Source: an optimization exercise on an open RTL-to-GDS flow (aim: small area). Production flows keep margins and buffers that such runs may drop. The RTL was checked by simulation tests, not by an equivalence proof against the original design. Power and IR drop assume default switching activity.

==> v13 <==
Design u_riscv, start of the top module:
module u_riscv (
	input				clk					,
	input				rst_n					,
	input				start_pulse				,
	input	[32-1:0]		start_pc				,
	input	[2-1:0]	core_configuration			,
	output 	[1:0] 			core_status				,
	output 	[2-1:0] 	core_exceptions				,
	output 	[32-1:0]		core_exceptions_pc			,
	output	[8-1:0]	imem_addr				,
	output					imem_cen				,
	input	[32-1:0]		imem_rd_data_1				,
	input	[32-1:0]		imem_rd_data_2				,
	output	[9-1:0]	dmem_addr				,
	output					dmem_ren				,
	output	[128-1:0]		dmem_wen				,
	output	[128-1:0]		dmem_wr_data				,
	input	[128-1:0]		dmem_rd_data
);
reg		start_pulse_ff;
reg		sync_start_pulse;
reg	[31:0]	sync_start_pc;
reg	[1:0]	sync_core_configuration;
always @(posedge clk) begin
	if (~rst_n) begin
		start_pulse_ff   <= 1'b0;
		sync_start_pulse <= 1'b0;
	end
	else begin
		start_pulse_ff   <= start_pulse & ~start_pulse_ff;
		sync_start_pulse <= start_pulse_ff;
	end
end
always @(posedge clk) begin
	if (rst_n & start_pulse & ~start_pulse_ff) begin
		sync_start_pc           <= start_pc;
		sync_core_configuration <= core_configuration;
	end
end
wire		x_wfi;
wire		x_exc;
wire	[1:0]	x_excs;
wire		x_epc_l0;		 
wire	[31:0]	x_epc0;
wire	[31:0]	x_epc1;
reg	[1:0]	csr_status;
reg	[1:0]	csr_cfg;
reg	[1:0]	csr_exc;
reg	[31:0]	csr_epc;
always @(posedge clk or negedge rst_n) begin
	if (!rst_n) csr_status <= 2'b00;
	else if (sync_start_pulse) csr_status <= 2'b01;
	else if (x_wfi | x_exc) begin
		csr_status[0] <= 1'b0;
		csr_status[1] <= x_wfi & ~x_exc;
	end
end
always @(posedge clk or negedge rst_n) begin
	if (!rst_n) csr_cfg <= 2'b00;
	else if (sync_start_pulse) csr_cfg <= sync_core_configuration;
end
always @(posedge clk or negedge rst_n) begin
	if (!rst_n) csr_exc <= 2'b00;
	else if (sync_start_pulse) csr_exc <= 2'b00;
	else if (x_exc) csr_exc <= x_excs;
end
wire		epc_l0 = ~sync_start_pulse & x_exc & x_epc_l0;
  ...
export LEC_CHECK = 0
export CAP_MARGIN = 30
export CELL_PAD_IN_SITES_DETAIL_PLACEMENT = 2
export CELL_PAD_IN_SITES_GLOBAL_PLACEMENT = 2
export CORE_MARGIN = 2
export CORE_UTILIZATION = 30
export CTS_BUF_LIST = sky130_fd_sc_hd__clkbuf_8
export PLACE_DENSITY = 0.5
export SLEW_MARGIN = 20
export SYNTH_HIERARCHICAL = 1
export CTS_ARGS = -sink_clustering_enable -repair_clock_nets -buf_list sky130_fd_sc_hd__clkbuf_8 -sink_clustering_size 12 -sink_clustering_max_diameter 80 -dont_use_dummy_load
export BUFFER_PORTS_ARGS = -buffer_cell sky130_fd_sc_hd__buf_1
create_clock -name core_clock -period 15.0 [get_ports {clk}]
standard.sh (not shown) runs the stock make flow with config.mk's settings and CLKGATE_MAP_FILE= SYNTH_SCRIPT=/design/flow/synth_recipe.tcl, a recipe that flattens the netlist after the stock synthesis.
==> flow/flow/run.sh <==
#!/bin/bash
# Layout flow: the standard flow (standard.sh, ORFS from synthesis to finish) with two changes
# to how the layout is made, passed to ORFS through config.mk:
#  - clock tree synthesis inserts no dummy loads, and clusters up to 12 flip-flops (within 80 um)
#    on each clkbuf_8 leaf buffer,
#  - the input and output port buffers use the smallest buffer cell.
# Every tool's output goes to logs in this folder (standard.log and ORFS's own logs).
set -e
cp standard.sh standard_sh.txt
cat >> config.mk <<'EOT'
export CTS_ARGS = -sink_clustering_enable -repair_clock_nets -buf_list sky130_fd_sc_hd__clkbuf_8 -sink_clustering_size 12 -sink_clustering_max_diameter 80 -dont_use_dummy_load
export BUFFER_PORTS_ARGS = -buffer_cell sky130_fd_sc_hd__buf_1
EOT
bash standard.sh > standard.log 2>&1
==> v29 (differences from v13) <==
--- a/flow/design.v
+++ b/flow/design.v
@@ -123,21 +123,21 @@
 wire [31:0] u_type_imm = {inst[31:12], 12'b0};
 wire [31:0] j_type_imm = {{12{inst[31]}}, inst[19:12], inst[20], inst[30:21], 1'b0};
 assign illegal_inst = opcode_illegal | branch_illegal | jalr_illegal | load_illegal | store_illegal | imm_arith_illegal | arith_illegal;
 endmodule
 module u_dec_ex (
 	input [31:0] inst,
-	output inst_rs2_vld,
 	output [31:0] imm_data_out,
 	output rf_wen,
 	output dmem_load,
 	output dmem_store,
 	output st_hw,
 	output st_w,
 	output alu_adder_sel_src1_pc,
 	output alu_adder_sel_src2_rs2,
+	output alu_general_sel_src2_rs2,
 	output unsigned_data,
 	output adder_vld,
 	output adder_sub,
 	output comparator_vld,
 	output logical_plane_and,
 	output logical_plane_or,
@@ -232,24 +232,24 @@
 assign shifter_logical_shift = srl | sll | srli | slli;
 wire r_type = arith;
 wire i_type = imm_arith | jalr | load;
 wire u_type = lui | auipc;
 assign alu_adder_sel_src1_pc    = auipc | branch | jal;
 assign alu_adder_sel_src2_rs2   = r_type;
+assign alu_general_sel_src2_rs2 = r_type | branch;
 assign dmem_load  = lb_inst | lh_inst | lw_i | lbu | lhu;
 assign dmem_store = sb | sh | sw;
 assign st_hw = sh | sw;
 assign st_w  = sw;
 assign rf_wen = (u_type | jal | i_type | r_type) & (inst[11:7] != 5'd0);
 wire [31:0] i_type_imm = {{21{inst[31]}}, inst[30:21], inst[20]};
 wire [31:0] s_type_imm = {{21{inst[31]}}, inst[30:25], inst[11:7]};
 wire [31:0] b_type_imm = {{20{inst[31]}}, inst[7], inst[30:25], inst[11:8], 1'b0};
 wire [31:0] u_type_imm = {inst[31:12], 12'b0};
 wire [31:0] j_type_imm = {{12{inst[31]}}, inst[19:12], inst[20], inst[30:21], 1'b0};
 assign imm_data_out = ({32{i_type}} & i_type_imm) | ({32{store}} & s_type_imm) | ({32{branch}} & b_type_imm) | ({32{u_type}} & u_type_imm) | ({32{jal}} & j_type_imm);
-assign inst_rs2_vld = r_type | branch | store;
 endmodule
 module c_cyn (input p, input g, input c, output nco);
 assign nco = ~(g | (p & c));
 endmodule
 module c_cyp (input np, input ng, input nc, output co);
 assign co = ~(ng & (np | nc));
@@ -412,12 +412,13 @@
 	input  [31:0] ra,		 
 	input  [31:0] rs1,
 	input  [31:0] rs2,
 	input  [31:0] imm,
 	input         f_src1_pc,
 	input         f_src2_rs2,
+	input         f_gen_rs2,
 	input         f_uns,
 	input         f_add,
 	input         f_sub,
 	input         f_cmp,
 	input         f_and,
 	input         f_or,
@@ -434,13 +435,13 @@
 	output [31:0] tgt,
 	output        flush,
 	output        bru
 );
 wire [31:0] a  = f_src1_pc ? pc : rs1;
 wire [31:0] b  = f_src2_rs2 ? rs2 : imm;
-wire [31:0] b2 = rs2;		 
+wire [31:0] b2 = f_gen_rs2 ? rs2 : imm;
 wire [31:0] sum;
 u_add32 adder (.a(a), .b(b ^ {32{f_sub}}), .ci(f_sub), .s(sum));
 wire lt;
 u_alu_comparator comparator (.a(rs1), .nb(~b2), .unsigned_comp(f_uns), .lt(lt));
 wire [31:0] lg = ((rs1 & b2) & {32{f_and}}) | ((rs1 | b2) & {32{f_or}}) | ((rs1 ^ b2) & {32{f_xor}});
 wire [31:0] sh;
@@ -467,23 +468,12 @@
 module c_nand2 (input a, input b, output y);
 assign y = ~(a & b);
 endmodule
 module c_rdfin (input [10:0] t, input s0, input d0, input s1, input d1, output y);
 assign y = ~(&t) | (s0 & d0) | (s1 & d1);
 endmodule
-module c_rdfin3 (input [10:0] t, input s0, input d0, input s1, input d1, input s2, input d2, output y);
-assign y = ~(&t) | (s0 & d0) | (s1 & d1) | (s2 & d2);
-endmodule
-module c_rd36 (input [35:0] s, input [35:0] d, output y);
-wire [10:0] t;
-genvar g;
-for (g = 0; g < 11; g = g + 1) begin : g_aoi
-	c_aoi222 u (.a1(s[3*g]), .a2(d[3*g]), .b1(s[3*g+1]), .b2(d[3*g+1]), .c1(s[3*g+2]), .c2(d[3*g+2]), .y(t[g]));
-end
-c_rdfin3 u_or (.t(t), .s0(s[33]), .d0(d[33]), .s1(s[34]), .d1(d[34]), .s2(s[35]), .d2(d[35]), .y(y));
-endmodule
 module c_rd35 (input [34:0] s, input [34:0] d, output y);
 wire [10:0] t;
 genvar g;
 for (g = 0; g < 11; g = g + 1) begin : g_aoi
 	c_aoi222 u (.a1(s[3*g]), .a2(d[3*g]), .b1(s[3*g+1]), .b2(d[3*g+1]), .c1(s[3*g+2]), .c2(d[3*g+2]), .y(t[g]));
 end
@@ -499,15 +489,12 @@
 	input  [31:0] wd0,
 	input  [31:0] wd1,
 	input  [31:0] cal0,
 	input  [31:0] cal1,
 	input  [19:0] idx,		 
 	input  [3:0]  srf,		 
-	input  [31:0] imm0,		 
-	input  [31:0] imm1,
-	input  [1:0]  simm,
 	input  [15:0] sbyp,		 
 	output [127:0] op
 );
 reg  [31:1][31:0] r;
 reg  [31:1] v;
 wire [31:1] w0;
@@ -537,17 +524,13 @@
 	for (b = 0; b < 32; b = b + 1) begin : g_bit
 		wire [34:0] d;
 		for (i = 1; i < 32; i = i + 1) begin : g_d
 			assign d[i-1] = r[i][b];
 		end
 		assign d[34:31] = {cal1[b], cal0[b], wd1[b], wd0[b]};
-		if (p % 2 == 0) begin : g_rs1
-			c_rd35 u (.s(s), .d(d), .y(op[32*p + b]));
-		end else begin : g_rs2
-			c_rd36 u (.s({simm[p/2], s}), .d({(p == 1) ? imm0[b] : imm1[b], d}), .y(op[32*p + b]));
-		end
+		c_rd35 u (.s(s), .d(d), .y(op[32*p + b]));
 	end
 end
 endmodule
 module u_riscv (
 	input				clk					,
 	input				rst_n					,
@@ -587,15 +570,13 @@
 		sync_core_configuration <= core_configuration;
 	end
 end
 wire		x_wfi;
 wire		x_exc;
 wire	[1:0]	x_excs;
-wire		x_epc_l0;		 
-wire	[31:0]	x_epc0;
-wire	[31:0]	x_epc1;
+wire	[31:0]	x_epc;
 reg	[1:0]	csr_status;
 reg	[1:0]	csr_cfg;
 reg	[1:0]	csr_exc;
 reg	[31:0]	csr_epc;
 always @(posedge clk or negedge rst_n) begin
 	if (!rst_n) csr_status <= 2'b00;
@@ -611,37 +592,30 @@
 end
 always @(posedge clk or negedge rst_n) begin
 	if (!rst_n) csr_exc <= 2'b00;
 	else if (sync_start_pulse) csr_exc <= 2'b00;
 	else if (x_exc) csr_exc <= x_excs;
 end
-wire		epc_l0 = ~sync_start_pulse & x_exc & x_epc_l0;
-wire		epc_l1 = ~sync_start_pulse & x_exc & ~x_epc_l0;
-wire		epc_h  = ~sync_start_pulse & ~x_exc;
 always @(posedge clk or negedge rst_n) begin
 	if (!rst_n) csr_epc <= 32'd0;
-	else csr_epc <= ({32{epc_l0}} & x_epc0) | ({32{epc_l1}} & x_epc1) | ({32{epc_h}} & csr_epc);
+	else if (sync_start_pulse) csr_epc <= 32'd0;
+	else if (x_exc) csr_epc <= x_epc;
 end
 assign core_status        = csr_status;
 assign core_exceptions    = csr_exc;
 assign core_exceptions_pc = csr_epc;
 wire core_running = csr_status[0];
 wire		flush;
+wire	[31:0]	redir_pc;
 wire		ib_full;
 wire		detect;
 wire		report;
 reg	[31:0]	arb_pc;
 wire	[28:0]	arb_inc;
 u_inc29 pc_inc (.a(arb_pc[31:3]), .s(arb_inc));
-wire	[1:0]	bflush;
-wire	[1:0][31:0]	alu_tgt;
-wire		q_spc = sync_start_pulse;
-wire		q_t0  = ~sync_start_pulse & bflush[0];
-wire		q_t1  = ~sync_start_pulse & ~bflush[0] & bflush[1];
-wire		q_inc = ~sync_start_pulse & ~flush;
-wire	[31:0]	arb_pc_q = ({32{q_spc}} & sync_start_pc) | ({32{q_t0}} & alu_tgt[0]) | ({32{q_t1}} & alu_tgt[1]) | ({32{q_inc}} & {arb_inc, arb_pc[2:0]});
+wire	[31:0]	arb_pc_q = sync_start_pulse ? sync_start_pc : (flush ? redir_pc : {arb_inc, arb_pc[2:0]});
 always @(posedge clk) begin
 	if (sync_start_pulse | flush | (core_running & ~(ib_full | detect | report)))
 		arb_pc <= arb_pc_q;
 end
 assign imem_addr = arb_pc_q[9:2];
 assign imem_cen  = core_running | sync_start_pulse;
@@ -716,16 +690,15 @@
 reg	[3:0][3:0]	ex_sel;		 
 reg	[3:0]	ex_srf;			 
 wire	[1:0][31:0]	ex_rs1;
 wire	[1:0][31:0]	ex_rs2;
 wire	[1:0][4:0]	ex_rd = {ex_inst[1][11:7], ex_inst[0][11:7]};
 wire	[1:0]	ex_wen, ex_ld, ex_st, ex_sthw, ex_stw;
-wire	[1:0]	ex_src1pc, ex_src2rs2, ex_uns, ex_add, ex_sub, ex_cmp, ex_and, ex_or, ex_xor;
+wire	[1:0]	ex_src1pc, ex_src2rs2, ex_genrs2, ex_uns, ex_add, ex_sub, ex_cmp, ex_and, ex_or, ex_xor;
 wire	[1:0]	ex_shr, ex_shl, ex_jal, ex_jalr, ex_bge, ex_blt, ex_beq, ex_bne;
 wire	[1:0][31:0]	ex_imm;
-wire	[1:0]	ex_rs2v;
 wire	[1:0][31:0]	alu_res;
 reg	[1:0]	ls_pv;
 reg	[1:0][4:0]	ls_rd;
 reg	[1:0]	ls_wen, ls_ld;
 reg	[1:0][2:0]	ls_f3;		 
 reg	[1:0][31:0]	ls_cal;
@@ -812,29 +785,30 @@
 	ex_pc0     <= id_pc0;
 	ex_inst[0] <= inst0;
 	ex_inst[1] <= inst1;
 	ex_sel     <= p_sbyp;
 	ex_srf     <= p_srf;
 end
+wire	[1:0][31:0]	alu_tgt;
 wire	[1:0]	alu_flush;
 wire	[1:0]	alu_bru;
 wire	[1:0][31:0]	ex_pc;
 assign ex_pc[0] = ex_pc0;
 assign ex_pc[1] = ex_ra[0];		 
 for (gi = 0; gi < 2; gi = gi + 1) begin : g_exdec
 	u_dec_ex dec (
 		.inst				(ex_inst[gi]),
 		.imm_data_out			(ex_imm[gi]),
-		.inst_rs2_vld			(ex_rs2v[gi]),
 		.rf_wen				(ex_wen[gi]),
 		.dmem_load			(ex_ld[gi]),
 		.dmem_store			(ex_st[gi]),
 		.st_hw				(ex_sthw[gi]),
 		.st_w				(ex_stw[gi]),
 		.alu_adder_sel_src1_pc		(ex_src1pc[gi]),
 		.alu_adder_sel_src2_rs2		(ex_src2rs2[gi]),
+		.alu_general_sel_src2_rs2	(ex_genrs2[gi]),
 		.unsigned_data			(ex_uns[gi]),
 		.adder_vld			(ex_add[gi]),
 		.adder_sub			(ex_sub[gi]),
 		.comparator_vld			(ex_cmp[gi]),
 		.logical_plane_and		(ex_and[gi]),
 		.logical_plane_or		(ex_or[gi]),
@@ -860,15 +834,12 @@
 	.wd0	(wb_data[0]),
 	.wd1	(wb_data[1]),
 	.cal0	(ls_cal[0]),
 	.cal1	(ls_cal[1]),
 	.idx	({ex_inst[1][24:15], ex_inst[0][24:15]}),
 	.srf	(ex_srf),
-	.imm0	(ex_imm[0]),
-	.imm1	(ex_imm[1]),
-	.simm	(~ex_rs2v),
 	.sbyp	(ex_sel),
 	.op	(x_data)
 );
 assign ex_rs1[0] = x_data[31:0];
 assign ex_rs2[0] = x_data[63:32];
 assign ex_rs1[1] = x_data[95:64];
@@ -886,12 +857,13 @@
 		.ra		(ex_ra[gi]),
 		.rs1		(ex_rs1[gi]),
 		.rs2		(ex_rs2[gi]),
 		.imm		(ex_imm[gi]),
 		.f_src1_pc	(ex_src1pc[gi]),
 		.f_src2_rs2	(ex_src2rs2[gi]),
+		.f_gen_rs2	(ex_genrs2[gi]),
 		.f_uns		(ex_uns[gi]),
 		.f_add		(ex_add[gi]),
 		.f_sub		(ex_sub[gi]),
 		.f_cmp		(ex_cmp[gi]),
 		.f_and		(ex_and[gi]),
 		.f_or		(ex_or[gi]),
@@ -912,19 +884,18 @@
 end
 wire	[1:0]	q;
 assign q[0] = ex_pv[0];
 assign q[1] = ex_pv[1] & ~(alu_flush[0] | ex_wfi[0] | ex_excv[0]);
 assign x_wfi  = (q[0] & ex_wfi[0]) | (q[1] & ex_wfi[1]);
 assign x_exc  = (q[0] & ex_excv[0]) | (q[1] & ex_excv[1]);
-assign x_epc_l0 = ex_excv[0];
-assign x_epc0   = ex_pc[0];
-assign x_epc1   = ex_pc[1];
+assign x_epc  = ex_excv[0] ? ex_pc[0] : ex_pc[1];
 assign x_excs = ex_excv[0] ? ex_excs[0] : ex_excs[1];
 assign report = ex_wfi[1] | ex_excv[1] | ex_wfi[0] | ex_excv[0];
-assign bflush = ex_pv & alu_bru & alu_flush;
-assign flush  = |bflush;
+wire	[1:0]	bflush = ex_pv & alu_bru & alu_flush;
+assign flush    = |bflush;
+assign redir_pc = bflush[0] ? alu_tgt[0] : alu_tgt[1];
 wire	[1:0]	ren = ex_ld & q;
 assign dmem_ren  = |ren;
 assign dmem_addr = ({9{ren[0]}} & alu_res[0][12:4]) | ({9{ren[1]}} & alu_res[1][12:4]);
 wire		wen_b = |(ex_st & q);
 wire		wen_h = |(ex_sthw & q);
 wire		wen_w = |(ex_stw & q);
==> flow/run.sh (new file) <==
#!/bin/bash
# synth_recipe.tcl (not shown) runs the flow's synth.tcl, then flattens the netlist and writes it again
# the make line also repeats each setting of config.mk as NAME=value (left out here)
make -C /OpenROAD-flow-scripts/flow DESIGN_CONFIG=/design/flow/config.mk WORK_HOME=/design/flow/orfs CLKGATE_MAP_FILE= SYNTH_SCRIPT=/design/flow/synth_recipe.tcl finish
- BUFFER_PORTS_ARGS: -buffer_cell sky130_fd_sc_hd__buf_1 -> unset
- CAP_MARGIN: 30 -> 20
- CTS_ARGS: -sink_clustering_enable -repair_clock_nets -buf_list sky130_fd_sc_hd__clkbuf_8 -sink_clustering_size 12 -sink_clustering_max_diameter 80 -dont_use_dummy_load -> unset
- CTS_BUF_LIST: sky130_fd_sc_hd__clkbuf_8 -> sky130_fd_sc_hd__clkbuf_4
removed: flow/flow/run.sh
removed: flow/standard.sh
==> run summary <==
|  | v13 | v29 |
|---|---|---|
| Mapped Cells | 10000 | 10000 |
| Global routing usage summed across all routing layers | 44.3% | 46.4% |
| Met3 capacity usage during global routing | 12.9% | 21.1% |
| Skew final | 0.172 ns | 0.242 ns |
| Count of non-CTS buffers in the layout | 825 | 783 |
| Hold wc startpoint | arb_pc[0] | ls_wen[1] |
| Clk network pwr share | 36.9% | 34.5% |
| Slew margin rel. | 4.37% | -6.41% |
| Filler cell count in the final layout | 36800 | 37100 |
| Endpoint of the worst-slack reg-to-reg timing path | ls_cal[31] | arb_pc[31] |
| Sequential-cell power consumption | 0.00470 W | 0.00568 W |
| Count of multi-input combinational gates | 6747 | 6808 |
| Run status | complete, no violations | complete, but fails checks |
| Violated checks | - | max-capacitance violations |
| Average cell area after synthesis | 10.1 µm² | 10.1 µm² |
| 1st-pass router iterations | 15 | 22 |

==> what the ideal ports hide <==
The results above use ideal ports. As a check the final layouts listed here were re-extracted and re-timed, cells and wires unchanged. Step 1: set_driving_cell puts a clkbuf_16 on clk and a buf_2 on each other input, an assumption about the parent block. Step 2 adds t to the input delays and takes it off the output delays; t is the mean of the earliest and latest rising clock arrival at the registers after step 1. Input paths then give back, and output paths get back, about the clock's delay inside the block. Three values: ideal, step 1, step 2; two values: the first two.
run	t (ns)	slack for setup (ns)	hold WS [ns]	worst data-port slew with drivers (ns)
v13	1.204	1.859 / 1.737 / 2.858	0.418 / 0.418 / 0.418	0.18
v29	1.776	0.686 / 0.577 / 2.353	0.346 / 0.346 / 0.346	0.09
